This is an optimization exercise on Yosys and OpenROAD, whose aim is small area and a short achievable clock period, not a production implementation. Function was checked by simulation only, so behaviour that the tests miss may differ from the original.

## flow/design.v (module list and top-level ports; edited modules follow where they fit)
// module ParzenWindow_NP: 2069 lines
// module pw_fa: 4 lines
// module pw_ha: 4 lines
// module pw_xor2: 3 lines
module ParzenWindow_NP (
    input  logic        clk_i,
    input  logic        rst_i,
    input  logic [9:0]  tri_i,
    output logic [25:0] win_o
);
  // ...
==> flow/flow/run.sh <==
#!/bin/bash
# Layout flow: the standard flow (standard.sh, unchanged, including its
# synthesis) with two extra ORFS settings appended to the work copy of config.mk:
#  - a larger setup-slack target for OpenROAD's timing repair, so the resizer
#    keeps sizing/buffering critical paths past the default target;
set -euo pipefail
MARGIN=${PW_SETUP_MARGIN:-6.5}
{
  echo "export SETUP_SLACK_MARGIN = ${MARGIN}"
  echo "export BUFFER_PORTS_ARGS = -buffer_cell sky130_fd_sc_hd__buf_2"
} >> config.mk
bash standard.sh > flow_standard.log 2>&1
==> flow/standard.sh <==
#!/bin/bash
# synth_recipe.tcl (not shown) runs the flow's synth.tcl, then flattens the netlist and writes it again
# the make line also repeats each setting of config.mk as NAME=value (left out here)
make -C /OpenROAD-flow-scripts/flow DESIGN_CONFIG=/design/flow/config.mk WORK_HOME=/design/flow/orfs CLKGATE_MAP_FILE= SYNTH_SCRIPT=/design/flow/synth_recipe.tcl "${@:-finish}"
==> flow/config.mk <==
export PLATFORM = sky130hd
export DESIGN_NAME = ParzenWindow_NP
export DESIGN_NICKNAME = ParzenWindow_NP
export VERILOG_FILES = /design/flow/design.v
export SDC_FILE = /design/flow/constraint.sdc
export NUM_CORES = 4
export LEC_CHECK = 0
export ABC_AREA = 1
export CAP_MARGIN = 60
export CORE_MARGIN = 2
export CORE_UTILIZATION = 60
export CTS_BUF_LIST = sky130_fd_sc_hd__clkbuf_8
export SLEW_MARGIN = 60
export SYNTH_HIERARCHICAL = 1
export SYNTH_MINIMUM_KEEP_SIZE = 0
export SETUP_SLACK_MARGIN = 6.5
export BUFFER_PORTS_ARGS = -buffer_cell sky130_fd_sc_hd__buf_2
==> flow/constraint.sdc <==
create_clock -name core_clock -period 16.0 [get_ports {clk_i}]
set_input_delay 3.2000 -clock core_clock [delete_from_list [all_inputs] [get_ports {clk_i}]]
set_output_delay 3.2000 -clock core_clock [all_outputs]
set_load 0.01 [all_outputs]
==> flow_metrics.env, run 1 <==
export IMPL_synth_commonest_cells="nand2_1 (320), inv_1 (190), fa_1 (189)"
export IMPL_die_w_microns=125.8
export IMPL_slew_viol_final=0
export IMPL_clkbuf_count=5
export IMPL_grt_met2_usage_pct=43.75
export IMPL_cts_hold_fix_buffers=0
export IMPL_multi_input_area_sq_um=7113
export IMPL_clkSinkCount=43
export IMPL_status="complete, no violations"
export IMPL_via_per_inst=5.272
export IMPL_numCtsBuffers=5
export IMPL_fin_ws_ps=6931
export IMPL_end_kind="flop"
export IMPL_arrival_ps=9240
export IMPL_post_dp_hpwl_mm=14.30
export IMPL_synth_top_family_by_area="adder cells"
export IMPL_cts_root_buf="clkbuf_8"
export IMPL_startpoint="tri_i[2]"
export IMPL_topRoutingLayerUsed="met4"
export IMPL_dr_pass1_iters=5
export IMPL_tns_ps=0
export IMPL_rows=44
export IMPL_crit_chain="buf_6 > nand2_1 > inv_1 > fa_1 > fa_1 > fa_1 > ha_1 > a21oi_1 > o21bai_1 > a21oi_1 > o211ai_4 > nand2_1 > nand2_1 > inv_1 > nand2_1 > nand2_1 > nand2_1 > fa_1 > fa_1 > fa_1 > fa_1 > fa_1"
export IMPL_multi_input_area_share_pct=77.05
export IMPL_synth_avg_cell_area_sq_um=8.420
==> inputs of run 2 (changes only) <==
--- a/flow/config.mk
+++ b/flow/config.mk
@@ -6,9 +6,7 @@
 export NUM_CORES = 4
 export LEC_CHECK = 0
-export ABC_AREA = 1
 export CAP_MARGIN = 60
 export CORE_MARGIN = 2
 export CORE_UTILIZATION = 60
-export CTS_BUF_LIST = sky130_fd_sc_hd__clkbuf_8
 export SLEW_MARGIN = 60
 export SYNTH_HIERARCHICAL = 1
==> flow_metrics.env, run 2 <==
export IMPL_grt_pass1_wl_mm=29.59
export IMPL_netlist_instances=867
export IMPL_tns_ps=0
export IMPL_required_ps=16160
export IMPL_ys_seq_area_share_pct=10.10
export IMPL_path_clk_slew_ps=60
export IMPL_grt_total_usage_pct=25.11
export IMPL_crit_chain="buf_8 > and2_1 > fa_1 > fa_1 > fa_1 > ha_1 > nand3_1 > nor2_1 > a211o_1 > a21o_1 > a21o_1 > xor2_2 > nand2b_4 > nand2_1 > fa_1 > fa_1 > fa_1 > fa_1 > fa_1"
export IMPL_synth_ff_type="dfxtp_1"
export IMPL_hold_viol_final=0
export IMPL_post_place_ws_ps=5823
export IMPL_hold_ws_ps=3124
export IMPL_slew_viol_final=0
export IMPL_via_per_inst=5.646
export IMPL_rows=43
export IMPL_synth_top_family_by_area="adder cells"
export IMPL_hold_path_class="primary input to flop"
export IMPL_drive_above_1_share_pct=10.01
export IMPL_routedWlPerCell_microns=16.48
export IMPL_place_inst=1032
export IMPL_yosys_area_share_simple_pct=14.38
export IMPL_final_nets=1153
export IMPL_core_area_sq_um=13880
export IMPL_crit_path_end="ra_q[7]$_DFF_P_"
export IMPL_chipHeight_microns=123.2
export IMPL_fin_util_pct=66.14
export IMPL_grt_pass1_vias=6140
export IMPL_synth_fa_ha_area_share_pct=56.87
export IMPL_n_antenna_cell=0
export IMPL_fmax_mhz=107.7
export IMPL_gr_total_overflow=0
export IMPL_nFillCells=1139
export IMPL_first_iter_violations=291
export IMPL_arrival_ps=9440
export IMPL_mostFrequentLayoutCells="fa_1 (189), nand2_1 (158), ha_1 (82)"
export IMPL_io_buffers=31
export IMPL_final_common_cell="fa_1"
export IMPL_netlist_cell_type_count=44
export IMPL_dpl_instance_area_sq_um=8818
export IMPL_syn2layout_area_growth_pct=7.769
export IMPL_synthTopCellsByArea="fa_1 (44%), ha_1 (12%), dfxtp_1 (10%)"
export IMPL_yosysWarnings=7
export IMPL_h_tree_depth=2
export IMPL_fin_crit_sh_pct=58.02
export IMPL_syn_area_sq_um=8519
export IMPL_fin_area_sq_um=9181
export IMPL_post_dp_hpwl_mm=13.98
export IMPL_initial_core_util_pct=61.38
export IMPL_crit_path_max_fanout=30
export IMPL_synth_largest_area_cell="fa_1"
export IMPL_antenna_left=0
export IMPL_muxShareOfSynthArea_pct=0
export IMPL_drc=0
export IMPL_cp_common_cell="fa_1"
export IMPL_die_w_microns=123.2
export IMPL_cts_tree="yes"
export IMPL_num_io_pins=38
export IMPL_criticalPathCategory="primary input to flop"
export IMPL_place_congestion=0.8589
export IMPL_startpoint="tri_i[0]"
export IMPL_fin_ws_ps=6717
export IMPL_multi_input_area_sq_um=7380
export IMPL_rsz0062_at_grt="no"
export IMPL_cts_root_buf="clkbuf_16"
export IMPL_tightestPinTransition_ps=573.0
export IMPL_end_kind="flop"
export IMPL_max_stage_delay_ps=560
export IMPL_status="complete, no violations"
export IMPL_synth_edff_count=0
export IMPL_setup_viol=0
export IMPL_drt_wl_total_mm=17.29
export IMPL_min_path_cells=2
export IMPL_die_area_sq_um=15170
export IMPL_clkSinkCount=43
export IMPL_antenna_found_initial=0
export IMPL_synth_compound_area_share_pct=8.195
export IMPL_async_flop_share_pct=0
export IMPL_numCtsBuffers=5
export IMPL_synth_xor_area_share_pct=4.597
export IMPL_slew_headroom_pct=61.77
export IMPL_final_min_clock_period_ps=9283
export IMPL_grt_max_degree=33
export IMPL_cts_hold_fix_buffers=0
export IMPL_yosys_cell_count_top_type="fa_1"
export IMPL_synth_avg_cell_area_sq_um=9.826
export IMPL_synth_seq_cells=43
export IMPL_synth_commonest_cells="fa_1 (189), nand2_1 (158), ha_1 (84)"
export IMPL_synth_top_area_share_pct=44.41
export IMPL_critPathLaunchType="primary input"
export IMPL_seq_area_sq_um=860.8
export IMPL_stdcell_count=1049
export IMPL_cts_buffer_depth=2
export IMPL_cap_violations=0
export IMPL_vias=5923
export IMPL_dr_pass1_iters=4
export IMPL_slowest_stage="fa_1"
export IMPL_reg_largest_list="ra_q: 20 flops, rb_q: 20 flops"
-- run 2: changes by cell type after synthesis, moves of 7 or more --
| cell | change |
|---|---|
| a21o_1 | +8 |
| a21oi_1 | +15 |
| a22oi_1 | -15 |
| and2_1 | +47 |
| clkbuf_1 | +12 |
| inv_1 | -134 |
| inv_2 | +9 |
| nand2_1 | -162 |
| nand2b_1 | +7 |
| nand3_1 | -12 |
| nor2_1 | -12 |
| nor2b_1 | +21 |
| o21ai_1 | +8 |
| xor2_1 | +20 |
-- run 2: critical path: cells and delay by family --
family                     cells  cell delay, ps
AOI/OAI and AO/OA              3             790
xor gates and xnor gates       1             200
adders and majority gates      9            4420
buffers and inverters          1             150
and+or+nand+nor                5             670
-- run 2: logic make-up (layout without fill, tap and decap cells) --
| kind of cell | Yosys count | in the layout |
|---|---|---|
| AO/OA/AOI/OAI | 109 | 109 |
| XOR/XNOR | 43 | 43 |
| adder cells (fa/ha/maj) | 274 | 274 |
| buffers and inverters | 125 | 119 |
| flip-flops | 43 | 43 |
| other | 2 | 10 |
| AND/OR/NAND/NOR | 271 | 271 |
-- run 2: per-layer routing --
metal | GRT usage [%] | vias up | share of wire (%)
li1 | - | 2715 | -
met1 | 33.60 | 3046 | 43
met2 | 43.06 | 127 | 51
met3 | 3.598 | 35 | 3.5
met4 | 6.747 | 0 | 2.3
met5 | 0 | - | 0
-- run 2: worst min-delay path by stage --
stage	slack (ps)	endpoint	startpoint
after global routing	3120	k1_q$_SDFF_PN0_	rst_i
after CTS	3110	yen_q$_SDFF_PN0_	rst_i
after detailed placement	3420	yen_q$_SDFF_PN0_	rst_i
after floorplan	3320	k1_q$_SDFF_PN0_	rst_i
final	3120	yen_q$_SDFF_PN0_	rst_i
after global placement	3410	yen_q$_SDFF_PN0_	rst_i
-- run 2: per-module statistics from Yosys (local to each module, per instance) --
| module | cells | flops+latches | cell area [sq um] |
|---|---|---|---|
| ParzenWindow_NP | 655 | 43 | 4647 |
| pw_fa | 1 | 0 | 20.02 |
| pw_ha | 1 | 0 | 12.51 |
| pw_xor2 | 1 | 0 | 8.758 |
-- run 2: final cells by class --
type | count | area share (%)
clock inverter | 2 | 0.1363
inverter | 66 | 2.698
multi-input combinational | 707 | 80.38
tap | 180 | 2.453
timing repair buffer | 45 | 3.557
sequential | 43 | 9.376
clock buffer | 6 | 1.404
-- run 2: timing repair --
| item | CTS | global route |
|---|---|---|
| endpoints found under the setup margin | 21 | 17 |
| resized for setup | 17 | 15 |
| pin swaps | 0 | 4 |
| setup buffers | 0 | 9 |
==> inputs of run 3 (changes only) <==
--- a/flow/flow/run.sh
+++ b/flow/flow/run.sh
@@ -5,5 +5,5 @@
 #    keeps sizing/buffering critical paths past the default target;
 set -euo pipefail
-MARGIN=${PW_SETUP_MARGIN:-6.5}
+MARGIN=${PW_SETUP_MARGIN:-6.25}
 {
   echo "export SETUP_SLACK_MARGIN = ${MARGIN}"
--- a/flow/config.mk
+++ b/flow/config.mk
@@ -12,4 +12,4 @@
 export SYNTH_HIERARCHICAL = 1
 export SYNTH_MINIMUM_KEEP_SIZE = 0
-export SETUP_SLACK_MARGIN = 6.5
+export SETUP_SLACK_MARGIN = 6.25
 export BUFFER_PORTS_ARGS = -buffer_cell sky130_fd_sc_hd__buf_2
==> flow_metrics.env, run 3 <==
export IMPL_status="complete, no violations"
export IMPL_nFillCells=1140
export IMPL_cts_tree="yes"
export IMPL_cap_violations=0
export IMPL_first_iter_violations=349
export IMPL_hold_path_startpoint="rst_i"
export IMPL_slowest_stage="fa_1"
export IMPL_hold_end="k1_q$_SDFF_PN0_"
export IMPL_syn_area_sq_um=8519
export IMPL_routedWlPerCell_microns=16.59
export IMPL_async_flop_share_pct=0
export IMPL_die_w_microns=123.2
export IMPL_grt_pass1_vias=6437
export IMPL_place_congestion=0.8650
export IMPL_synthTopCellsByArea="fa_1 (44%), ha_1 (12%), dfxtp_1 (10%)"
export IMPL_n_antenna_cell=0
export IMPL_h_tree_depth=2
export IMPL_synth_top_area_share_pct=44.41
export IMPL_gr_total_overflow=0
export IMPL_die_area_sq_um=15170
export IMPL_synth_largest_area_cell="fa_1"
export IMPL_slew_headroom_pct=62.01
export IMPL_synth_edff_count=0
export IMPL_netlist_instances=867
export IMPL_rsz0062_at_grt="no"
export IMPL_grt_pass1_wl_mm=30.17
export IMPL_critical_path_top_delay_family="adder cells"
export IMPL_numCtsBuffers=5
export IMPL_hold_viol_final=0
export IMPL_met2_length_mm=8.835
export IMPL_yosysWarnings=7
export IMPL_final_common_cell="fa_1"
export IMPL_dr_pass1_iters=5
export IMPL_ys_seq_area_share_pct=10.10
export IMPL_critPathLaunchType="primary input"
export IMPL_arrival_ps=9620
export IMPL_cts_root_buf="clkbuf_16"
export IMPL_tightestPinTransition_ps=569.4
export IMPL_cts_hold_fix_buffers=0
export IMPL_yosys_cell_count_top_type="fa_1"
export IMPL_syn2layout_area_growth_pct=7.270
export IMPL_vias=5895
export IMPL_initial_core_util_pct=61.38
export IMPL_post_dp_hpwl_mm=14.02
export IMPL_chipHeight_microns=123.2
export IMPL_multi_input_area_sq_um=7386
export IMPL_path_clk_slew_ps=60
export IMPL_min_path_cells=2
export IMPL_crit_chain="buf_4 > and2_1 > fa_1 > fa_1 > fa_1 > ha_2 > a21oi_1 > o21ai_0 > a211o_2 > buf_4 > a21o_1 > xor2_2 > nand2_1 > fa_1 > fa_1 > fa_1 > fa_1 > fa_1"
export IMPL_final_nets=1145
export IMPL_fin_crit_sh_pct=59.04
export IMPL_drive_above_1_share_pct=8.943
export IMPL_crit_buf_inv=2
export IMPL_io_buffers=31
export IMPL_required_ps=16170
export IMPL_tns_ps=0
export IMPL_mostFrequentLayoutCells="fa_1 (189), nand2_1 (158), ha_1 (82)"
export IMPL_crit_path_max_fanout=30
export IMPL_core_area_sq_um=13880
export IMPL_synth_seq_cells=43
export IMPL_drc=0
export IMPL_rows=43
export IMPL_synth_commonest_cells="fa_1 (189), nand2_1 (158), ha_1 (84)"
export IMPL_cp_common_cell="fa_1"
export IMPL_topRoutingLayerUsed="met4"
export IMPL_seq_area_sq_um=860.8
export IMPL_netlist_cell_type_count=44
export IMPL_num_io_pins=38
export IMPL_hold_path_class="primary input to flop"
export IMPL_fin_util_pct=65.84
export IMPL_antenna_found_initial=0
export IMPL_end_kind="flop"
export IMPL_via_per_inst=5.663
export IMPL_drt_wl_total_mm=17.27
export IMPL_wl_met3_microns=850
export IMPL_max_stage_delay_ps=570
export IMPL_slew_viol_final=0
export IMPL_antenna_left=0
export IMPL_grt_total_usage_pct=25.77
export IMPL_reg_largest_list="ra_q: 20 flops, rb_q: 20 flops"
export IMPL_setup_viol=0
export IMPL_final_min_clock_period_ps=9446
export IMPL_synth_ff_type="dfxtp_1"
export IMPL_synth_avg_cell_area_sq_um=9.826
export IMPL_wl_met1_mm=7.072
export IMPL_fmax_mhz=105.9
export IMPL_criticalPathCategory="primary input to flop"
export IMPL_clkSinkCount=43
export IMPL_grt_max_degree=33
export IMPL_cts_buffer_depth=2
## run 3: changes by cell type in the layout (fill, tap and decap cells not counted), sizes merged
cell    before  now
buf         45   37
clkbuf       6    7
clkinv       1    0
## run 3: logic make-up (layout without fill, tap and decap cells)
group,after synthesis,after routing,share of synthesized area (%)
adders and majority gates,274,274,56.87
DFF,43,43,10.10
buffers and inverters,125,111,5.772
AOI/OAI and AO/OA,109,109,8.195
and+or+nand+nor,271,271,14.38
other,2,10,0.08815
xor gates and xnor gates,43,43,4.597
## run 3: final cells by class
class | instances | area share, %
clock buffers | 7 | 1.670
inverters | 66 | 2.711
well taps | 180 | 2.464
flip-flops and latches | 43 | 9.420
multi-input cells | 707 | 80.82
clock inverters | 1 | 0.08215
repair buffers | 37 | 2.834
## run 3: what timing repair did
action,CTS,global route
pin swaps,0,3
setup buffers,0,1
resized for setup,8,18
endpoints found under the setup margin,8,18
## run 3: worst max path at each step
stage               slack [ps]              end      from  cells past startpoint
floorplan                 6290  ra_q[8]$_DFF_P_  tri_i[7]                     22
global placement          5890  ra_q[5]$_DFF_P_  tri_i[2]                     19
detailed placement        5780  ra_q[9]$_DFF_P_  tri_i[1]                     20
CTS                       6270  ra_q[9]$_DFF_P_  tri_i[1]                     20
global route              6250  ra_q[8]$_DFF_P_  tri_i[0]                     20
finish                    6550  ra_q[2]$_DFF_P_  tri_i[0]                     18
## run 3: Yosys stat by module, one instance, submodules excluded
module / cells inside / flops+latches / area [sq um] / copies in the design
ParzenWindow_NP: 655 / 43 / 4647 / 1
pw_ha: 1 / 0 / 12.51 / 24
pw_fa: 1 / 0 / 20.02 / 171
pw_xor2: 1 / 0 / 8.758 / 17
## run 3: per-stage QoR
stage	worst slack, ps	hold WS [ps]	std cells	area (sq um)
6_report	6554	3116	1041	9139
3_5_place_dp	5783	3423	1032	8806
3_3_place_gp	5886	3418	1032	8723
4_1_cts	6270	3109	1040	8986
5_1_grt	6250	3128	1041	9139
2_1_floorplan	6285	3322	875	8551
## run 3: metal layers
metal	track usage, %	vias up
li1	-	2706
met1	32.66	2953
met2	45.64	193
met3	3.229	43
met4	8.807	0
met5	0	-
==> inputs of run 4 (changes only) <==
--- a/flow/flow/run.sh
+++ b/flow/flow/run.sh
@@ -5,5 +5,5 @@
 #    keeps sizing/buffering critical paths past the default target;
 set -euo pipefail
-MARGIN=${PW_SETUP_MARGIN:-6.25}
+MARGIN=${PW_SETUP_MARGIN:-6.75}
 {
   echo "export SETUP_SLACK_MARGIN = ${MARGIN}"
--- a/flow/config.mk
+++ b/flow/config.mk
@@ -12,4 +12,4 @@
 export SYNTH_HIERARCHICAL = 1
 export SYNTH_MINIMUM_KEEP_SIZE = 0
-export SETUP_SLACK_MARGIN = 6.25
+export SETUP_SLACK_MARGIN = 6.75
 export BUFFER_PORTS_ARGS = -buffer_cell sky130_fd_sc_hd__buf_2
==> flow_metrics.env, run 4 <==
export IMPL_status="complete, no violations"
export IMPL_crit_path_end="ra_q[9]$_DFF_P_"
export IMPL_synth_largest_area_cell="fa_1"
export IMPL_yosysWarnings=7
export IMPL_grt_max_degree=33
export IMPL_synth_edff_count=0
export IMPL_arrival_ps=9230
export IMPL_synth_xor_area_share_pct=4.597
export IMPL_ys_seq_area_share_pct=10.10
export IMPL_antenna_found_initial=0
export IMPL_reg_largest_list="ra_q: 20 flops, rb_q: 20 flops"
export IMPL_min_path_cells=2
export IMPL_routedWlPerCell_microns=16.75
export IMPL_vias=5943
export IMPL_tns_ps=0
export IMPL_die_area_sq_um=15170
export IMPL_synth_compound_area_share_pct=8.195
export IMPL_slew_viol_final=0
export IMPL_final_common_cell="fa_1"
export IMPL_synth_seq_cells=43
export IMPL_dpl_instance_area_sq_um=8845
export IMPL_io_buffers=31
export IMPL_end_kind="flop"
export IMPL_antenna_left=0
export IMPL_via_per_inst=5.628
export IMPL_multi_input_area_sq_um=7432
export IMPL_hold_path_class="primary input to flop"
export IMPL_die_w_microns=123.2
export IMPL_rows=43
export IMPL_seq_area_sq_um=860.8
export IMPL_synth_fa_ha_area_share_pct=56.87
export IMPL_yosys_area_share_simple_pct=14.38
export IMPL_setup_viol=0
export IMPL_post_dp_hpwl_mm=13.86
export IMPL_startpoint="tri_i[2]"
export IMPL_drt_wl_total_mm=17.68
export IMPL_required_ps=16170
export IMPL_cts_hold_fix_buffers=0
export IMPL_drc=0
export IMPL_cts_root_buf="clkbuf_16"
export IMPL_synth_avg_cell_area_sq_um=9.826
export IMPL_mostFrequentLayoutCells="fa_1 (186), nand2_1 (155), ha_1 (80)"
export IMPL_grt_total_usage_pct=25.92
export IMPL_dr_pass1_iters=6
export IMPL_n_antenna_cell=0
export IMPL_crit_path_max_fanout=30
export IMPL_async_flop_share_pct=0
export IMPL_fmax_mhz=110.3
export IMPL_chipHeight_microns=123.2
export IMPL_critPathLaunchType="primary input"
export IMPL_fin_area_sq_um=9359
export IMPL_numCtsBuffers=5
export IMPL_nFillCells=1098
export IMPL_synth_commonest_cells="fa_1 (189), nand2_1 (158), ha_1 (84)"
export IMPL_hold_path_startpoint="rst_i"
export IMPL_num_io_pins=38
export IMPL_final_min_clock_period_ps=9067
export IMPL_path_clk_slew_ps=60
export IMPL_fin_util_pct=67.42
export IMPL_hold_viol_final=0
export IMPL_netlist_cell_type_count=44
export IMPL_syn2layout_area_growth_pct=9.855
export IMPL_criticalPathCategory="primary input to flop"
export IMPL_h_tree_depth=2
export IMPL_muxShareOfSynthArea_pct=0
export IMPL_fin_crit_sh_pct=56.67
export IMPL_synth_top_family_by_area="adder cells"
export IMPL_cts_tree="yes"
export IMPL_cap_violations=0
export IMPL_grt_pass1_vias=6418
export IMPL_slew_headroom_pct=62.68
export IMPL_synth_ff_type="dfxtp_1"
export IMPL_syn_area_sq_um=8519
export IMPL_first_iter_violations=407
export IMPL_rsz0062_at_grt="no"
export IMPL_netlist_instances=867
export IMPL_place_congestion=0.8422
export IMPL_core_area_sq_um=13880
export IMPL_final_nets=1160
export IMPL_grt_pass1_wl_mm=30.59
export IMPL_tightestPinTransition_ps=559.3
export IMPL_cts_buffer_depth=2
export IMPL_synth_top_area_share_pct=44.41
export IMPL_yosys_cell_count_top_type="fa_1"
export IMPL_drive_above_1_share_pct=11.53
export IMPL_clkSinkCount=43
export IMPL_initial_core_util_pct=61.38
export IMPL_gr_total_overflow=0
export IMPL_synthTopCellsByArea="fa_1 (44%), ha_1 (12%), dfxtp_1 (10%)"
==> run 4: changes by cell type in the layout (fill, tap and decap cells not counted), sizes merged <==
| cell | previous run | this run |
|---|---|---|
| inv | 66 | 67 |
| clkinvlp | 1 | 0 |
| bufinv | 0 | 1 |
| clkbuf | 7 | 6 |
| buf | 37 | 52 |
==> run 4: worst min-delay path by stage <==
stage | end
floorplan | k1_q$_SDFF_PN0_
global placement | k1_q$_SDFF_PN0_
detailed placement | k1_q$_SDFF_PN0_
CTS | k1_q$_SDFF_PN0_
global route | k1_q$_SDFF_PN0_
finish | k1_q$_SDFF_PN0_
==> run 4: logic make-up after synthesis <==
kind of cell	Yosys count
adders and majority gates	274
and+or+nand+nor	271
buffers and inverters	125
AOI/OAI and AO/OA	109
xor gates and xnor gates	43
DFF	43
other	2
==> run 4: per-stage QoR <==
step                cells  setup slack [ps]  hold WS [ps]
floorplan             875              6752          3322
global placement     1033              5934          3412
detailed placement   1033              5990          3428
CTS                  1044              6757          3127
global route         1056              6730          3128
finish               1056              6933          3129
==> run 4: area by class of cell <==
cell class	instances	area share, %
multi-input combinational	707	79.41
sequential	43	9.198
inverter	66	2.647
timing repair buffer	52	4.438
clock inverter	2	0.4144
clock buffer	6	1.484
tap	180	2.406
==> run 4: routing by layer <==
| metal | GRT usage, % | wire length (microns) | vias up | share of wire (%) |
|---|---|---|---|---|
| met5 | 0 | 0 | - | 0 |
| met4 | 4.545 | 276 | 0 | 1.6 |
| met3 | 4.013 | 876 | 26 | 5.0 |
| met2 | 45.19 | 8952 | 141 | 51 |
| met1 | 34.84 | 7579 | 3042 | 43 |
| li1 | - | - | 2734 | - |
==> run 4: critical path, stage by stage <==
cell and delay, ps:
buf_6 220, and2_1 210, fa_1 450, fa_1 510, fa_1 450, ha_4 280, a21oi_2 120, o21ai_1 70
a211o_1 340, a21o_1 200, a21o_1 170, o21a_1 190, xor2_1 160, nand2b_4 190, nand2_2 110, fa_1 420
fa_2 550, fa_2 460, fa_1 510, fa_1 410
==> run 4: repair_timing <==
action,4_1_cts,5_1_grt
setup endpoints to repair,26,19
hold endpoints to repair,0,0
buffers inserted,3,12
pin swaps,1,13
resized for setup,27,14
cloned,0,0
==> run 4: modules after synthesis (local to each module, per instance) <==
| module | cells | copies in the design |
|---|---|---|
| pw_ha | 1 | 24 |
| pw_fa | 1 | 171 |
| pw_xor2 | 1 | 17 |
| ParzenWindow_NP | 655 | 1 |
==> inputs of run 5 (changes only) <==
--- a/flow/config.mk
+++ b/flow/config.mk
@@ -9,4 +9,5 @@
 export CORE_MARGIN = 2
 export CORE_UTILIZATION = 60
+export CTS_BUF_LIST = sky130_fd_sc_hd__clkbuf_4 sky130_fd_sc_hd__clkbuf_8
 export SLEW_MARGIN = 60
 export SYNTH_HIERARCHICAL = 1
==> flow_metrics.env, run 5 <==
export IMPL_criticalPathCategory="primary input to flop"
export IMPL_slew_headroom_pct=61.25
export IMPL_crit_path_max_fanout=30
export IMPL_arrival_ps=9240
export IMPL_fin_util_pct=67.23
export IMPL_status="complete, no violations"
export IMPL_busiest_layer="met2"
export IMPL_clkSinkCount=43
export IMPL_hold_path_class="primary input to flop"
export IMPL_die_w_microns=123.2
export IMPL_hold_viol_final=0
export IMPL_cts_tree="yes"
export IMPL_required_ps=16190
export IMPL_slew_viol_final=0
export IMPL_synth_top_area_share_pct=44.41
export IMPL_netlist_instances=867
export IMPL_mostFrequentLayoutCells="fa_1 (186), nand2_1 (155), ha_1 (80)"
export IMPL_reg_largest_list="ra_q: 20 flops, rb_q: 20 flops"
export IMPL_rows=43
export IMPL_synth_largest_area_cell="fa_1"
export IMPL_chipHeight_microns=123.2
export IMPL_yosysWarnings=7
export IMPL_grt_total_usage_pct=25.82
export IMPL_critPathLaunchType="primary input"
export IMPL_antenna_found_initial=0
export IMPL_syn2layout_area_growth_pct=9.532
export IMPL_async_flop_share_pct=0
export IMPL_yosys_cell_count_top_type="fa_1"
export IMPL_synthTopCellsByArea="fa_1 (44%), ha_1 (12%), dfxtp_1 (10%)"
export IMPL_grt_max_degree=33
export IMPL_vias=5958
export IMPL_post_place_ws_ps=5990
export IMPL_synth_edff_count=0
export IMPL_grt_pass1_vias=6446
export IMPL_cts_root_buf="clkbuf_8"
export IMPL_n_antenna_cell=0
export IMPL_fmax_mhz=110.4
export IMPL_via_per_inst=5.631
export IMPL_setup_viol=0
export IMPL_grt_pass1_wl_mm=30.55
export IMPL_end_kind="flop"
export IMPL_use_met3_pct=3.690
export IMPL_fin_crit_sh_pct=56.59
export IMPL_cts_hold_fix_buffers=0
export IMPL_drc=0
export IMPL_grt_met2_usage_pct=45.30
export IMPL_first_iter_violations=364
export IMPL_drive_above_1_share_pct=11.96
export IMPL_place_congestion=0.8422
export IMPL_path_clk_slew_ps=90
export IMPL_h_tree_depth=2
export IMPL_synth_avg_cell_area_sq_um=9.826
export IMPL_numCtsBuffers=5
export IMPL_dr_pass1_iters=5
export IMPL_num_io_pins=38
export IMPL_tns_ps=0
export IMPL_gr_total_overflow=0
export IMPL_final_min_clock_period_ps=9054
export IMPL_fin_ws_ps=6946
export IMPL_multi_input_area_sq_um=7442
export IMPL_rsz0062_at_grt="yes"
export IMPL_synth_ff_type="dfxtp_1"
export IMPL_netlist_cell_type_count=44
export IMPL_io_buffers=31
export IMPL_final_nets=1162
export IMPL_final_common_cell="fa_1"
export IMPL_initial_core_util_pct=61.38
export IMPL_synth_seq_cells=43
export IMPL_antenna_left=0
export IMPL_seq_area_sq_um=860.8
export IMPL_routedWlPerCell_microns=16.82
export IMPL_syn_area_sq_um=8519
export IMPL_cap_violations=0
export IMPL_nFillCells=1105
export IMPL_tightestPinTransition_ps=580.8
export IMPL_ys_seq_area_share_pct=10.10
export IMPL_core_area_sq_um=13880
export IMPL_drt_wl_total_mm=17.80
export IMPL_die_area_sq_um=15170
export IMPL_cts_buffer_depth=2
export IMPL_grtUsageMet1_pct=34.53
export IMPL_post_dp_hpwl_mm=13.86
export IMPL_synth_commonest_cells="fa_1 (189), nand2_1 (158), ha_1 (84)"
## run 5: cell counts after synthesis
Identical to the previous run, type by type.
## run 5: per-module statistics from Yosys (local to each module, per instance)
| module | area [sq um] | times used | cells |
|---|---|---|---|
| ParzenWindow_NP | 4647 | 1 | 655 |
| pw_fa | 20.02 | 171 | 1 |
| pw_ha | 12.51 | 24 | 1 |
| pw_xor2 | 8.758 | 17 | 1 |
## run 5: cell families after synthesis
family / share of synthesized area (%)
adder cells (fa/ha/maj): 56.87
flip-flops: 10.10
AO/OA/AOI/OAI: 8.195
other: 0.08815
AND/OR/NAND/NOR: 14.38
buffers and inverters: 5.772
XOR/XNOR: 4.597
## run 5: layer usage
metal | share of wire, % | up-vias
li1 | - | 2738
met1 | 44 | 3038
met2 | 50 | 145
met3 | 4.1 | 37
met4 | 2.1 | 0
met5 | 0 | -
## run 5: per-stage QoR
| step | instance area, sq um | instances | hold slack (ps) |
|---|---|---|---|
| after floorplan | 8673 | 875 | 3322 |
| after global placement | 8770 | 1033 | 3412 |
| after detailed placement | 8845 | 1033 | 3428 |
| after CTS | 9082 | 1043 | 3101 |
| after global routing | 9331 | 1058 | 3102 |
| final | 9331 | 1058 | 3110 |
## run 5: final timing paths
| check | from | end | depth (start not counted) |
|---|---|---|---|
| max | tri_i[0] | ra_q[9]$_DFF_P_ | 20 |
| min | rst_i | k1_q$_SDFF_PN0_ | 2 |
## run 5: repair_timing
action,in CTS,in global routing
pin swaps,1,12
setup buffers,2,14
endpoints found under the setup margin,24,19
gates resized for setup,25,18
cloned,0,1
## run 5: final cells by class
class                      instances  area share, %
inverter                          66          2.655
tap                              180          2.414
multi-input combinational        707          79.75
timing repair buffer              54          4.653
sequential                        43          9.225
clock buffer                       6         0.8850
clock inverter                     2         0.4157
## run 5: worst max-delay path: stages
cell and delay, ps:
buf_8 160, and2_1 200, fa_1 520, fa_2 590, fa_1 450, ha_4 260, nand3_1 110, nor2_1 60
a211o_1 320, a21o_1 200, a21o_1 170, o21a_1 190, xor2_1 170, nand2b_4 190, nand2_2 110, fa_1 420
fa_2 550, fa_2 460, fa_1 510, fa_1 410
==> inputs of run 6 (changes only) <==
--- a/flow/config.mk
+++ b/flow/config.mk
@@ -9,5 +9,5 @@
 export CORE_MARGIN = 2
 export CORE_UTILIZATION = 60
-export CTS_BUF_LIST = sky130_fd_sc_hd__clkbuf_4 sky130_fd_sc_hd__clkbuf_8
+export CTS_BUF_LIST = sky130_fd_sc_hd__clkbuf_8
 export SLEW_MARGIN = 60
 export SYNTH_HIERARCHICAL = 1
==> flow_metrics.env, run 6 <==
export IMPL_synth_commonest_cells="fa_1 (189), nand2_1 (158), ha_1 (84)"
export IMPL_fin_crit_sh_pct=56.59
export IMPL_routedWlPerCell_microns=16.82
export IMPL_arrival_ps=9240
export IMPL_max_stage_delay_ps=590
export IMPL_die_area_sq_um=15170
export IMPL_post_dp_hpwl_mm=13.86
export IMPL_tightestPinTransition_ps=580.8
export IMPL_reg_largest_list="ra_q: 20 flops, rb_q: 20 flops"
export IMPL_syn2layout_area_growth_pct=9.532
export IMPL_mostFrequentLayoutCells="fa_1 (186), nand2_1 (155), ha_1 (80)"
export IMPL_vias=5958
export IMPL_critical_path_top_delay_family="adder cells"
export IMPL_n_antenna_cell=0
export IMPL_grt_pass1_vias=6446
export IMPL_via_per_inst=5.631
export IMPL_grt_pass1_wl_mm=30.55
export IMPL_first_iter_violations=364
export IMPL_netlist_instances=867
export IMPL_slowest_stage="fa_2"
export IMPL_cap_violations=0
export IMPL_hold_viol_final=0
export IMPL_drive_above_1_share_pct=11.96
export IMPL_crit_buf_inv=1
export IMPL_fmax_mhz=110.4
export IMPL_wl_met1_mm=7.808
export IMPL_numCtsBuffers=5
export IMPL_cts_tree="yes"
export IMPL_antenna_left=0
export IMPL_nFillCells=1105
export IMPL_synth_seq_cells=43
export IMPL_chipHeight_microns=123.2
export IMPL_wl_met3_microns=731
export IMPL_final_min_clock_period_ps=9054
export IMPL_tns_ps=0
export IMPL_io_buffers=31
export IMPL_grt_max_degree=33
export IMPL_gr_total_overflow=0
export IMPL_crit_path_max_fanout=30
export IMPL_end_kind="flop"
export IMPL_rsz0062_at_grt="yes"
export IMPL_synth_top_area_share_pct=44.41
export IMPL_critPathLaunchType="primary input"
export IMPL_die_w_microns=123.2
export IMPL_crit_chain="buf_8 > and2_1 > fa_1 > fa_2 > fa_1 > ha_4 > nand3_1 > nor2_1 > a211o_1 > a21o_1 > a21o_1 > o21a_1 > xor2_1 > nand2b_4 > nand2_2 > fa_1 > fa_2 > fa_2 > fa_1 > fa_1"
export IMPL_netlist_cell_type_count=44
export IMPL_required_ps=16190
export IMPL_met2_length_mm=8.886
export IMPL_topRoutingLayerUsed="met4"
export IMPL_drc=0
export IMPL_core_area_sq_um=13880
export IMPL_cts_buffer_depth=2
export IMPL_grt_total_usage_pct=25.82
export IMPL_hold_path_class="primary input to flop"
export IMPL_criticalPathCategory="primary input to flop"
export IMPL_yosysWarnings=7
export IMPL_final_common_cell="fa_1"
export IMPL_async_flop_share_pct=0
export IMPL_slew_headroom_pct=61.25
export IMPL_ys_seq_area_share_pct=10.10
export IMPL_path_clk_slew_ps=90
export IMPL_rows=43
export IMPL_slew_viol_final=0
export IMPL_multi_input_area_sq_um=7442
export IMPL_num_io_pins=38
export IMPL_status="complete, no violations"
export IMPL_synth_edff_count=0
export IMPL_place_congestion=0.8422
export IMPL_drt_wl_total_mm=17.80
export IMPL_synth_ff_type="dfxtp_1"
export IMPL_synth_largest_area_cell="fa_1"
export IMPL_clkSinkCount=43
export IMPL_setup_viol=0
export IMPL_antenna_found_initial=0
export IMPL_synthTopCellsByArea="fa_1 (44%), ha_1 (12%), dfxtp_1 (10%)"
export IMPL_syn_area_sq_um=8519
export IMPL_cts_root_buf="clkbuf_8"
export IMPL_yosys_cell_count_top_type="fa_1"
export IMPL_dr_pass1_iters=5
export IMPL_final_nets=1162
export IMPL_cp_common_cell="fa_1"
export IMPL_seq_area_sq_um=860.8
export IMPL_h_tree_depth=2
export IMPL_initial_core_util_pct=61.38
export IMPL_synth_avg_cell_area_sq_um=9.826
run 6: path summary, 6_finish.rpt:
kind | start | end | slack [ps] | cells past startpoint
setup / recovery | tri_i[0] | ra_q[9]$_DFF_P_ | 6950 | 20
hold / removal | rst_i | k1_q$_SDFF_PN0_ | 3110 | 2
run 6: area by class of cell:
cell class,count,share of cell area (%)
timing repair buffer,54,4.653
clock buffer,6,0.8850
inverter,66,2.655
clock inverter,2,0.4157
multi-input combinational,707,79.75
tap,180,2.414
sequential,43,9.225
run 6: what timing repair did:
item / in CTS / in global routing
cloned: 0 / 1
endpoints found under the setup margin: 24 / 19
pin swaps: 1 / 12
gates resized for setup: 25 / 18
buffers inserted: 2 / 14
hold buffers: 0 / 0
run 6: Yosys stat by module, one instance, submodules excluded:
module / copies in the design / cell area, sq um / cells inside / flip-flops and latches
ParzenWindow_NP: 1 / 4647 / 655 / 43
pw_fa: 171 / 20.02 / 1 / 0
pw_ha: 24 / 12.51 / 1 / 0
pw_xor2: 17 / 8.758 / 1 / 0
run 6: per-layer routing:
layer / up-vias / GRT usage [%]
met4: 0 / 4.830
met2: 145 / 45.30
met3: 37 / 3.690
li1: 2738 / -
met5: - / 0
met1: 3038 / 34.53
run 6: metrics by stage:
step	worst slack [ps]	util, %	hold slack [ps]	std cells	cell area [sq um]
after floorplan	6752	-	3322	875	8673
after global placement	5934	63.18	3412	1033	8770
after detailed placement	5990	63.72	3428	1033	8845
after CTS	6674	65.43	3101	1043	9082
after global routing	6727	67.23	3102	1058	9331
final	6946	67.23	3110	1058	9331
run 6: cells by family (layout without fill, tap and decap cells):
family,Yosys count,after routing,share of synthesized area [%]
fa+ha+maj,274,274,56.87
simple gates,271,271,14.38
buf+inv,125,128,5.772
compound gates,109,109,8.195
xor+xnor,43,43,4.597
flops,43,43,10.10
other cells,2,10,0.08815
==> inputs of run 7 (changes only) <==
--- a/flow/config.mk
+++ b/flow/config.mk
@@ -6,4 +6,5 @@
 export NUM_CORES = 4
 export LEC_CHECK = 0
+export ABC_AREA = 1
 export CAP_MARGIN = 60
 export CORE_MARGIN = 2
==> flow_metrics.env, run 7 <==
export IMPL_status="complete, no violations"
export IMPL_drc=0
export IMPL_mostFrequentLayoutCells="nand2_1 (317), fa_1 (189), inv_1 (188)"
export IMPL_via_per_inst=5.239
export IMPL_criticalPathCategory="primary input to flop"
export IMPL_cap_violations=0
export IMPL_cp_common_cell="fa_1"
export IMPL_stdcell_count=1236
export IMPL_end_kind="flop"
export IMPL_tns_ps=0
export IMPL_grt_pass1_wl_mm=32.42
export IMPL_die_area_sq_um=15820
export IMPL_drt_wl_total_mm=17.82
export IMPL_first_iter_violations=379
export IMPL_die_w_microns=125.8
export IMPL_arrival_ps=9180
export IMPL_synth_avg_cell_area_sq_um=8.420
export IMPL_initial_core_util_pct=61.23
export IMPL_final_min_clock_period_ps=8939
export IMPL_clkSinkCount=43
export IMPL_final_common_cell="nand2_1"
export IMPL_crit_buf_inv=5
export IMPL_cts_buffer_depth=2
export IMPL_core_area_sq_um=14530
export IMPL_fin_crit_sh_pct=55.87
export IMPL_slew_viol_final=0
export IMPL_critPathLaunchType="primary input"
export IMPL_synthTopCellsByArea="fa_1 (43%), nand2_1 (13%), ha_1 (12%)"
export IMPL_synth_seq_cells=43
export IMPL_nFillCells=1303
export IMPL_post_place_ws_ps=6151
export IMPL_fmax_mhz=111.9
export IMPL_h_tree_depth=2
export IMPL_netlist_cell_type_count=37
export IMPL_n_antenna_cell=0
export IMPL_num_io_pins=38
export IMPL_synth_edff_count=0
export IMPL_startpoint="tri_i[0]"
export IMPL_multi_input_area_sq_um=7156
export IMPL_io_buffers=31
export IMPL_syn_area_sq_um=8900
export IMPL_cp_num_cells=24
export IMPL_antenna_left=0
export IMPL_chipHeight_microns=125.8
export IMPL_cts_tree="yes"
export IMPL_critical_path_top_delay_family="adder cells"
export IMPL_grt_pass1_vias=6820
export IMPL_required_ps=16240
export IMPL_fin_ws_ps=7061
export IMPL_gr_total_overflow=0
export IMPL_crit_chain="buf_8 > nand2_1 > inv_1 > fa_1 > fa_1 > fa_1 > ha_4 > nand2_1 > o21ai_1 > inv_1 > o211ai_2 > nand2_1 > nand2_1 > inv_1 > nand2_1 > nand2_1 > nor2_1 > inv_2 > nand2_1 > fa_1 > fa_1 > fa_1 > fa_1 > fa_1"
export IMPL_yosysWarnings=7
export IMPL_rsz0062_at_grt="yes"
export IMPL_synth_largest_area_cell="fa_1"
export IMPL_synth_ff_type="dfxtp_1"
export IMPL_cts_root_buf="clkbuf_8"
export IMPL_routedWlPerCell_microns=14.42
export IMPL_syn2layout_area_growth_pct=5.103
export IMPL_post_dp_hpwl_mm=14.30
export IMPL_numCtsBuffers=5
export IMPL_hold_viol_final=0
export IMPL_setup_viol=0
export IMPL_slowest_stage="fa_1"
export IMPL_reg_largest_list="ra_q: 20 flops, rb_q: 20 flops"
export IMPL_fin_util_pct=64.36
export IMPL_yosys_cell_count_top_type="nand2_1"
export IMPL_seq_area_sq_um=860.8
export IMPL_fin_area_sq_um=9354
export IMPL_final_nets=1336
export IMPL_drive_above_1_share_pct=5.989
export IMPL_crit_path_end="ra_q[9]$_DFF_P_"
export IMPL_antenna_found_initial=0
export IMPL_path_clk_slew_ps=80
export IMPL_grt_max_degree=31
export IMPL_synth_commonest_cells="nand2_1 (320), inv_1 (190), fa_1 (189)"
export IMPL_hold_path_class="primary input to flop"
export IMPL_hold_ws_ps=3139
export IMPL_rows=44
export IMPL_max_stage_delay_ps=540
export IMPL_vias=6475
export IMPL_crit_path_max_fanout=30
export IMPL_cts_hold_fix_buffers=0
export IMPL_ys_seq_area_share_pct=9.672
export IMPL_place_congestion=0.8499
export IMPL_netlist_instances=1057
export IMPL_dpl_instance_area_sq_um=9085
export IMPL_synth_top_area_share_pct=42.51
export IMPL_place_inst=1226
export IMPL_async_flop_share_pct=0
export IMPL_dr_pass1_iters=5
export IMPL_grt_total_usage_pct=25.18
-- run 7: changes by cell type after synthesis, sizes merged, moves of 12 or more --
cell	previous run	this run
nand3	3	19
and2	47	0
xor2	31	11
inv	66	191
nor2b	21	0
a22oi	1	16
nor2	28	40
nand2	158	321
clkbuf	52	40
a21oi	36	21
-- run 7: logic make-up (layout without fill, tap and decap cells) --
family / Yosys count / after routing / share of synthesized area, %
flip-flops: 43 / 43 / 9.672
other: 2 / 11 / 0.08438
buffers and inverters: 249 / 235 / 10.91
adder cells (fa/ha/maj): 273 / 273 / 54.32
AND/OR/NAND/NOR: 387 / 387 / 17.14
AO/OA/AOI/OAI: 87 / 87 / 6.298
XOR/XNOR: 16 / 16 / 1.575
-- run 7: modules after synthesis, one instance, submodules excluded --
| module | flip-flops and latches | times used | area [sq um] |
|---|---|---|---|
| ParzenWindow_NP | 43 | 1 | 4857 |
| pw_fa | 0 | 171 | 20.02 |
| pw_ha | 0 | 24 | 12.51 |
| pw_xor2 | 0 | 17 | 18.77 |
-- run 7: worst min-delay path by stage --
stage          startpoint          endpoint  slack, ps  cells past startpoint
2_1_floorplan       rst_i   k1_q$_SDFF_PN0_       3330                      2
3_3_place_gp        rst_i  yen_q$_SDFF_PN0_       3440                      3
3_5_place_dp        rst_i  yen_q$_SDFF_PN0_       3440                      3
4_1_cts             rst_i  yen_q$_SDFF_PN0_       3120                      3
5_1_grt             rst_i   k1_q$_SDFF_PN0_       3150                      3
6_report            rst_i  yen_q$_SDFF_PN0_       3140                      3
-- run 7: layer usage --
layer / track usage (%) / vias to the layer above / part of all wire (%)
met1: 34.98 / 3210 / 46
met5: 0 / - / 0
met3: 2.634 / 16 / 2.5
met4: 4.072 / 0 / 1.3
li1: - / 3156 / -
met2: 44.10 / 93 / 50
-- run 7: timing repair --
item | 4_1_cts | 5_1_grt
gates resized for setup | 14 | 25
pin swaps | 0 | 1
cloned | 0 | 0
setup endpoints to repair | 20 | 23
setup buffers | 0 | 2
-- run 7: cell type report --
cell class,count,share of cell area (%)
Multi-Input combinational cell,774,76.50
Clock inverter,1,0.04013
Sequential cell,43,9.203
Tap cell,184,2.461
Timing Repair Buffer,34,3.010
Inverter,193,7.758
Clock buffer,7,1.030
==> inputs of run 8 (changes only) <==
--- a/flow/flow/run.sh
+++ b/flow/flow/run.sh
@@ -5,5 +5,5 @@
 #    keeps sizing/buffering critical paths past the default target;
 set -euo pipefail
-MARGIN=${PW_SETUP_MARGIN:-6.75}
+MARGIN=${PW_SETUP_MARGIN:-7}
 {
   echo "export SETUP_SLACK_MARGIN = ${MARGIN}"
--- a/flow/config.mk
+++ b/flow/config.mk
@@ -6,5 +6,4 @@
 export NUM_CORES = 4
 export LEC_CHECK = 0
-export ABC_AREA = 1
 export CAP_MARGIN = 60
 export CORE_MARGIN = 2
@@ -14,4 +13,4 @@
 export SYNTH_HIERARCHICAL = 1
 export SYNTH_MINIMUM_KEEP_SIZE = 0
-export SETUP_SLACK_MARGIN = 6.75
+export SETUP_SLACK_MARGIN = 7
 export BUFFER_PORTS_ARGS = -buffer_cell sky130_fd_sc_hd__buf_2
==> flow_metrics.env, run 8 <==
export IMPL_tns_ps=0
export IMPL_antenna_found_initial=0
export IMPL_drc=0
export IMPL_antenna_left=0
export IMPL_drt_wl_total_mm=19.11
export IMPL_h_tree_depth=2
export IMPL_dr_pass1_iters=5
export IMPL_final_nets=1196
export IMPL_hold_path_class="primary input to flop"
export IMPL_slew_viol_final=0
export IMPL_criticalPathCategory="primary input to flop"
export IMPL_max_stage_delay_ps=600
export IMPL_path_clk_slew_ps=80
export IMPL_crit_chain="buf_16 > and2_4 > fa_1 > fa_1 > fa_1 > ha_4 > a21oi_2 > o21ai_1 > a211o_2 > a21o_1 > a21o_1 > xor2_1 > nand2b_4 > nand2_2 > fa_1 > fa_1 > fa_1 > fa_1 > fa_1"
export IMPL_via_per_inst=5.726
export IMPL_netlist_instances=867
export IMPL_n_antenna_cell=0
export IMPL_tightestPinTransition_ps=503.2
export IMPL_netlist_cell_type_count=44
export IMPL_vias=6247
export IMPL_fin_ws_ps=6909
export IMPL_reg_largest_list="ra_q: 20 flops, rb_q: 20 flops"
export IMPL_status="complete, no violations"
export IMPL_ys_seq_area_share_pct=10.10
export IMPL_cp_common_cell="fa_1"
export IMPL_synth_ff_type="dfxtp_1"
export IMPL_final_common_cell="fa_1"
export IMPL_core_area_sq_um=13880
export IMPL_clkSinkCount=43
export IMPL_end_kind="flop"
export IMPL_grt_pass1_wl_mm=31.80
export IMPL_synth_edff_count=0
export IMPL_die_w_microns=123.2
export IMPL_num_io_pins=38
export IMPL_synth_commonest_cells="fa_1 (189), nand2_1 (158), ha_1 (84)"
export IMPL_hold_viol_final=0
export IMPL_rows=43
export IMPL_place_inst=1033
export IMPL_async_flop_share_pct=0
export IMPL_synthTopCellsByArea="fa_1 (44%), ha_1 (12%), dfxtp_1 (10%)"
export IMPL_die_area_sq_um=15170
export IMPL_initial_core_util_pct=61.38
export IMPL_final_min_clock_period_ps=9091
export IMPL_io_buffers=31
export IMPL_critPathLaunchType="primary input"
export IMPL_grt_met2_usage_pct=48.11
export IMPL_grt_max_degree=34
export IMPL_synth_avg_cell_area_sq_um=9.826
export IMPL_cts_buffer_depth=2
export IMPL_busiest_layer="met2"
export IMPL_yosysWarnings=7
export IMPL_first_iter_violations=343
export IMPL_syn2layout_area_growth_pct=17.77
export IMPL_grtUsageMet1_pct=34.95
export IMPL_slew_headroom_pct=65.59
export IMPL_routedWlPerCell_microns=17.51
export IMPL_numCtsBuffers=5
export IMPL_cap_violations=0
export IMPL_crit_path_max_fanout=8
export IMPL_post_dp_hpwl_mm=14.14
export IMPL_nFillCells=1006
export IMPL_post_place_ws_ps=6050
export IMPL_yosys_cell_count_top_type="fa_1"
export IMPL_gr_total_overflow=0
export IMPL_cts_tree="yes"
export IMPL_syn_area_sq_um=8519
export IMPL_rsz0062_at_grt="yes"
export IMPL_cts_root_buf="clkbuf_8"
export IMPL_drive_above_1_share_pct=18.55
export IMPL_slowest_stage="fa_1"
export IMPL_fin_crit_sh_pct=56.82
export IMPL_synth_top_area_share_pct=44.41
export IMPL_synth_seq_cells=43
export IMPL_place_congestion=0.8141
export IMPL_arrival_ps=9260
export IMPL_setup_viol=0
export IMPL_mostFrequentLayoutCells="fa_1 (171), nand2_1 (150), ha_1 (76)"
export IMPL_grt_pass1_vias=6643
export IMPL_stdcell_count=1091
export IMPL_fmax_mhz=110.0
export IMPL_chipHeight_microns=123.2
export IMPL_use_met3_pct=5.673
export IMPL_required_ps=16170
export IMPL_grt_total_usage_pct=27.35
export IMPL_synth_largest_area_cell="fa_1"
[run 8: changes by cell type in the layout (fill, tap and decap cells not counted), sizes merged, moves of 8 or more]
cell | previous run | this run
xor2 | 11 | 31
a21oi | 21 | 36
nor2 | 40 | 28
nor2b | 0 | 21
nand3 | 19 | 3
nand2b | 0 | 8
and2 | 0 | 47
buf | 34 | 80
inv | 192 | 67
a21o | 10 | 18
nand2 | 321 | 158
a22oi | 16 | 1
[run 8: kinds of logic after synthesis]
kind of cell	Yosys count	synth area share, %
adder cells (fa/ha/maj)	274	56.87
flip-flops	43	10.10
AO/OA/AOI/OAI	109	8.195
other	2	0.08815
XOR/XNOR	43	4.597
AND/OR/NAND/NOR	271	14.38
buffers and inverters	125	5.772
[run 8: layout make-up]
class,count,area [sq um],share of cell area [%]
Multi-Input combinational cell,708,7644,76.18
Timing Repair Buffer,87,953.4,9.502
Sequential cell,43,860.8,8.580
Inverter,66,247.7,2.469
Tap cell,180,225.2,2.245
Clock buffer,5,68.82,0.6859
Clock inverter,2,33.78,0.3367
[run 8: timing repair]
action / in CTS / in global routing
resized for setup: 61 / 25
gates cloned: 7 / 0
endpoints found under the hold margin: 0 / 0
setup buffers: 11 / 33
hold buffers: 0 / 0
endpoints found under the setup margin: 29 / 24
pin swaps: 20 / 49
[run 8: worst max-delay path: cells and delay by family]
kind / cells / cell delay (ps)
buffers and inverters: 1 / 110
adder cells (fa/ha/maj): 9 / 4340
XOR/XNOR: 1 / 250
AND/OR/NAND/NOR: 3 / 420
AO/OA/AOI/OAI: 5 / 930
[run 8: per-layer routing]
layer  vias up  routed length [microns]
li1       2812                        -
met1      3167                     7504
met2       227                     9829
met3        41                     1326
met4         0                      447
met5         -                        0
[run 8: worst paths after layout]
path | to | depth (start not counted) | from | slack (ps)
max | ra_q[7]$_DFF_P_ | 19 | tri_i[2] | 6910
min | k1_q$_SDFF_PN0_ | 2 | rst_i | 3100
[run 8: per-module statistics from Yosys, one instance, submodules excluded]
module,cells inside,flops+latches,copies in the design
ParzenWindow_NP,655,43,1
pw_ha,1,0,24
pw_fa,1,0,171
pw_xor2,1,0,17
[run 8: metrics by stage]
stage	hold WS [ps]	cell area (sq um)	utilization [%]
2_1_floorplan	3322	8751	-
3_3_place_gp	3412	8812	63.48
3_5_place_dp	3416	8910	64.19
4_1_cts	3091	9598	69.15
5_1_grt	3103	10030	72.28
6_report	3102	10030	72.28
==> inputs of run 9 (changes only) <==
--- a/flow/config.mk
+++ b/flow/config.mk
@@ -6,4 +6,5 @@
 export NUM_CORES = 4
 export LEC_CHECK = 0
+export ABC_AREA = 1
 export CAP_MARGIN = 60
 export CORE_MARGIN = 2
==> flow_metrics.env, run 9 <==
export IMPL_critPathLaunchType="primary input"
export IMPL_io_buffers=31
export IMPL_fin_ws_ps=7157
export IMPL_grt_total_usage_pct=24.74
export IMPL_cts_root_buf="clkbuf_8"
export IMPL_setup_viol=0
export IMPL_antenna_found_initial=0
export IMPL_synth_largest_area_cell="fa_1"
export IMPL_h_tree_depth=2
export IMPL_final_nets=1338
export IMPL_place_congestion=0.8387
export IMPL_required_ps=16190
export IMPL_initial_core_util_pct=61.23
export IMPL_die_area_sq_um=15820
export IMPL_drt_wl_total_mm=17.82
export IMPL_chipHeight_microns=125.8
export IMPL_synthTopCellsByArea="fa_1 (43%), nand2_1 (13%), ha_1 (12%)"
export IMPL_reg_largest_list="ra_q: 20 flops, rb_q: 20 flops"
export IMPL_first_iter_violations=331
export IMPL_synth_ff_type="dfxtp_1"
export IMPL_hold_viol_final=0
export IMPL_synth_commonest_cells="nand2_1 (320), inv_1 (190), fa_1 (189)"
export IMPL_path_clk_slew_ps=80
export IMPL_cts_tree="yes"
export IMPL_crit_path_max_fanout=30
export IMPL_cts_buffer_depth=2
export IMPL_hold_ws_ps=3127
export IMPL_netlist_cell_type_count=37
export IMPL_post_dp_hpwl_mm=14.29
export IMPL_muxShareOfSynthArea_pct=0
export IMPL_slew_viol_final=0
export IMPL_synth_seq_cells=43
export IMPL_core_area_sq_um=14530
export IMPL_syn2layout_area_growth_pct=6.172
export IMPL_cap_violations=0
export IMPL_fin_area_sq_um=9449
export IMPL_synth_top_area_share_pct=42.51
export IMPL_yosys_area_share_simple_pct=17.14
export IMPL_dpl_instance_area_sq_um=9140
export IMPL_fin_crit_sh_pct=55.27
export IMPL_drc=0
export IMPL_grt_pass1_vias=6817
export IMPL_final_min_clock_period_ps=8843
export IMPL_syn_area_sq_um=8900
export IMPL_status="complete, no violations"
export IMPL_fin_util_pct=65.01
export IMPL_fmax_mhz=113.1
export IMPL_mostFrequentLayoutCells="nand2_1 (313), fa_1 (189), inv_1 (187)"
export IMPL_final_common_cell="nand2_1"
export IMPL_tns_ps=0
export IMPL_yosys_cell_count_top_type="nand2_1"
export IMPL_arrival_ps=9030
export IMPL_place_inst=1227
export IMPL_rows=44
export IMPL_post_place_ws_ps=6262
export IMPL_synth_edff_count=0
export IMPL_die_w_microns=125.8
export IMPL_numCtsBuffers=5
export IMPL_gr_total_overflow=0
export IMPL_grt_max_degree=31
export IMPL_hold_path_class="primary input to flop"
export IMPL_synth_xor_area_share_pct=1.575
export IMPL_rsz0062_at_grt="yes"
export IMPL_antenna_left=0
export IMPL_synth_avg_cell_area_sq_um=8.420
export IMPL_drive_above_1_share_pct=7.021
export IMPL_vias=6452
export IMPL_stdcell_count=1238
export IMPL_cts_hold_fix_buffers=0
export IMPL_yosysWarnings=7
export IMPL_n_antenna_cell=0
export IMPL_clkSinkCount=43
export IMPL_num_io_pins=38
export IMPL_via_per_inst=5.212
export IMPL_end_kind="flop"
export IMPL_ys_seq_area_share_pct=9.672
export IMPL_grt_pass1_wl_mm=31.61
export IMPL_dr_pass1_iters=5
export IMPL_async_flop_share_pct=0
export IMPL_criticalPathCategory="primary input to flop"
export IMPL_netlist_instances=1057
export IMPL_synth_fa_ha_area_share_pct=54.32
export IMPL_synth_top_family_by_area="adder cells"
export IMPL_routedWlPerCell_microns=14.39
export IMPL_synth_compound_area_share_pct=6.298
==> run 9: cell count changes in the layout (fill, tap and decap cells not counted), moves of 13 or more <==
cell / delta
and2_1: -42
buf_4: -40
fa_1: +18
nand3_1: +13
a22oi_1: +15
nand2_1: +163
fa_2: -18
inv_1: +130
a21oi_1: -14
nor2b_1: -20
==> run 9: Yosys stat by module, one instance, submodules excluded <==
module           flops+latches  cells inside  area [sq um]  times used
pw_xor2                      0             5         18.77          17
pw_fa                        0             1         20.02         171
pw_ha                        0             1         12.51          24
ParzenWindow_NP             43           777          4857           1
==> run 9: area by class of cell <==
class | instances | area [sq um]
fill | 1295 | 5085
clock inverter | 2 | 35.03
timing repair buffer | 36 | 311.5
tap | 184 | 230.2
inverter | 193 | 725.7
multi-input combinational | 774 | 7203
sequential | 43 | 860.8
clock buffer | 6 | 82.58
==> run 9: routing by layer <==
layer / GRT usage (%) / up-vias / part of all wire, %
met1: 32.94 / 3163 / 44
met3: 2.804 / 24 / 3.3
met5: 0 / - / 0
met2: 44.42 / 110 / 51
li1: - / 3155 / -
met4: 4.590 / 0 / 1.5
==> run 9: cell families after synthesis <==
kind of cell               count (synthesis)
xor gates and xnor gates                  16
adders and majority gates                273
DFF                                       43
AOI/OAI and AO/OA                         87
and+or+nand+nor                          387
buffers and inverters                    249
other                                      2
==> run 9: final timing paths <==
path | depth (start not counted) | slack (ps) | end | from
setup / recovery | 23 | 7160 | ra_q[8]$_DFF_P_ | tri_i[9]
hold / removal | 3 | 3130 | yen_q$_SDFF_PN0_ | rst_i
==> run 9: critical path, stage by stage <==
cell      delay [ps]
buf_8            160
nand2_1           80
inv_1             50
fa_1             510
fa_1             570
fa_1             450
ha_4             310
nand2_1           60
o21ai_2          150
inv_1            110
o211ai_2         250
nand2_1           70
nand2_1           80
nand2_1           50
nand2_1           80
nor2_1            70
inv_2            150
nand2_1          100
fa_1             570
fa_1             440
fa_1             570
fa_1             440
fa_1             480
==> run 9: repair_timing <==
action | CTS | global route
pin swaps | 1 | 7
resized for setup | 17 | 23
setup endpoints to repair | 24 | 23
setup buffers | 0 | 3

-- separate check: timing with driven ports --
How much do the figures lean on ideal ports? The routed layouts below were timed once more, with nothing changed but the port constraints. Step 1: set_driving_cell puts a clkbuf_16 on clk_i and a buf_2 on each other input, an assumption about the parent block. Step 2, shift: input delay + t, output delay - t, t = (earliest + latest rising clock arrival at the registers) / 2. This alone moves slack from input paths to output paths. Slacks: ideal ports / drivers / drivers and shift; pairs: ideal ports / drivers.
| run | t (ns) | slack for setup (ns) | worst setup path after step 2 | slew at the worst register clock pin (ns) | worst slew at a driven data input, ns |
|---|---|---|---|---|---|
| run 1 | 0.328 | 6.931 / 6.928 / 6.601 | input to register | 0.08 / 0.08 | 0.05 |
| run 2 | 0.320 | 6.717 / 6.713 / 6.393 | input to register | 0.06 / 0.06 | 0.05 |
| run 3 | 0.326 | 6.554 / 6.568 / 6.242 | input to register | 0.06 / 0.06 | 0.06 |
| run 4 | 0.318 | 6.933 / 6.928 / 6.610 | input to register | 0.06 / 0.06 | 0.06 |
| run 5 | 0.327 | 6.946 / 6.929 / 6.602 | input to register | 0.09 / 0.09 | 0.06 |
| run 6 | 0.327 | 6.946 / 6.929 / 6.602 | input to register | 0.09 / 0.09 | 0.06 |
| run 7 | 0.325 | 7.061 / 7.044 / 6.719 | input to register | 0.08 / 0.08 | 0.06 |
| run 8 | 0.328 | 6.909 / 6.844 / 6.517 | input to register | 0.08 / 0.08 | 0.15 |
| run 9 | 0.336 | 7.157 / 7.136 / 6.800 | input to register | 0.08 / 0.08 | 0.07 |
After both steps setup and hold are still met in every run listed. The setup slack of run 8, which loses most, moves by -0.065 ns with the drivers and by -0.392 ns with both steps.
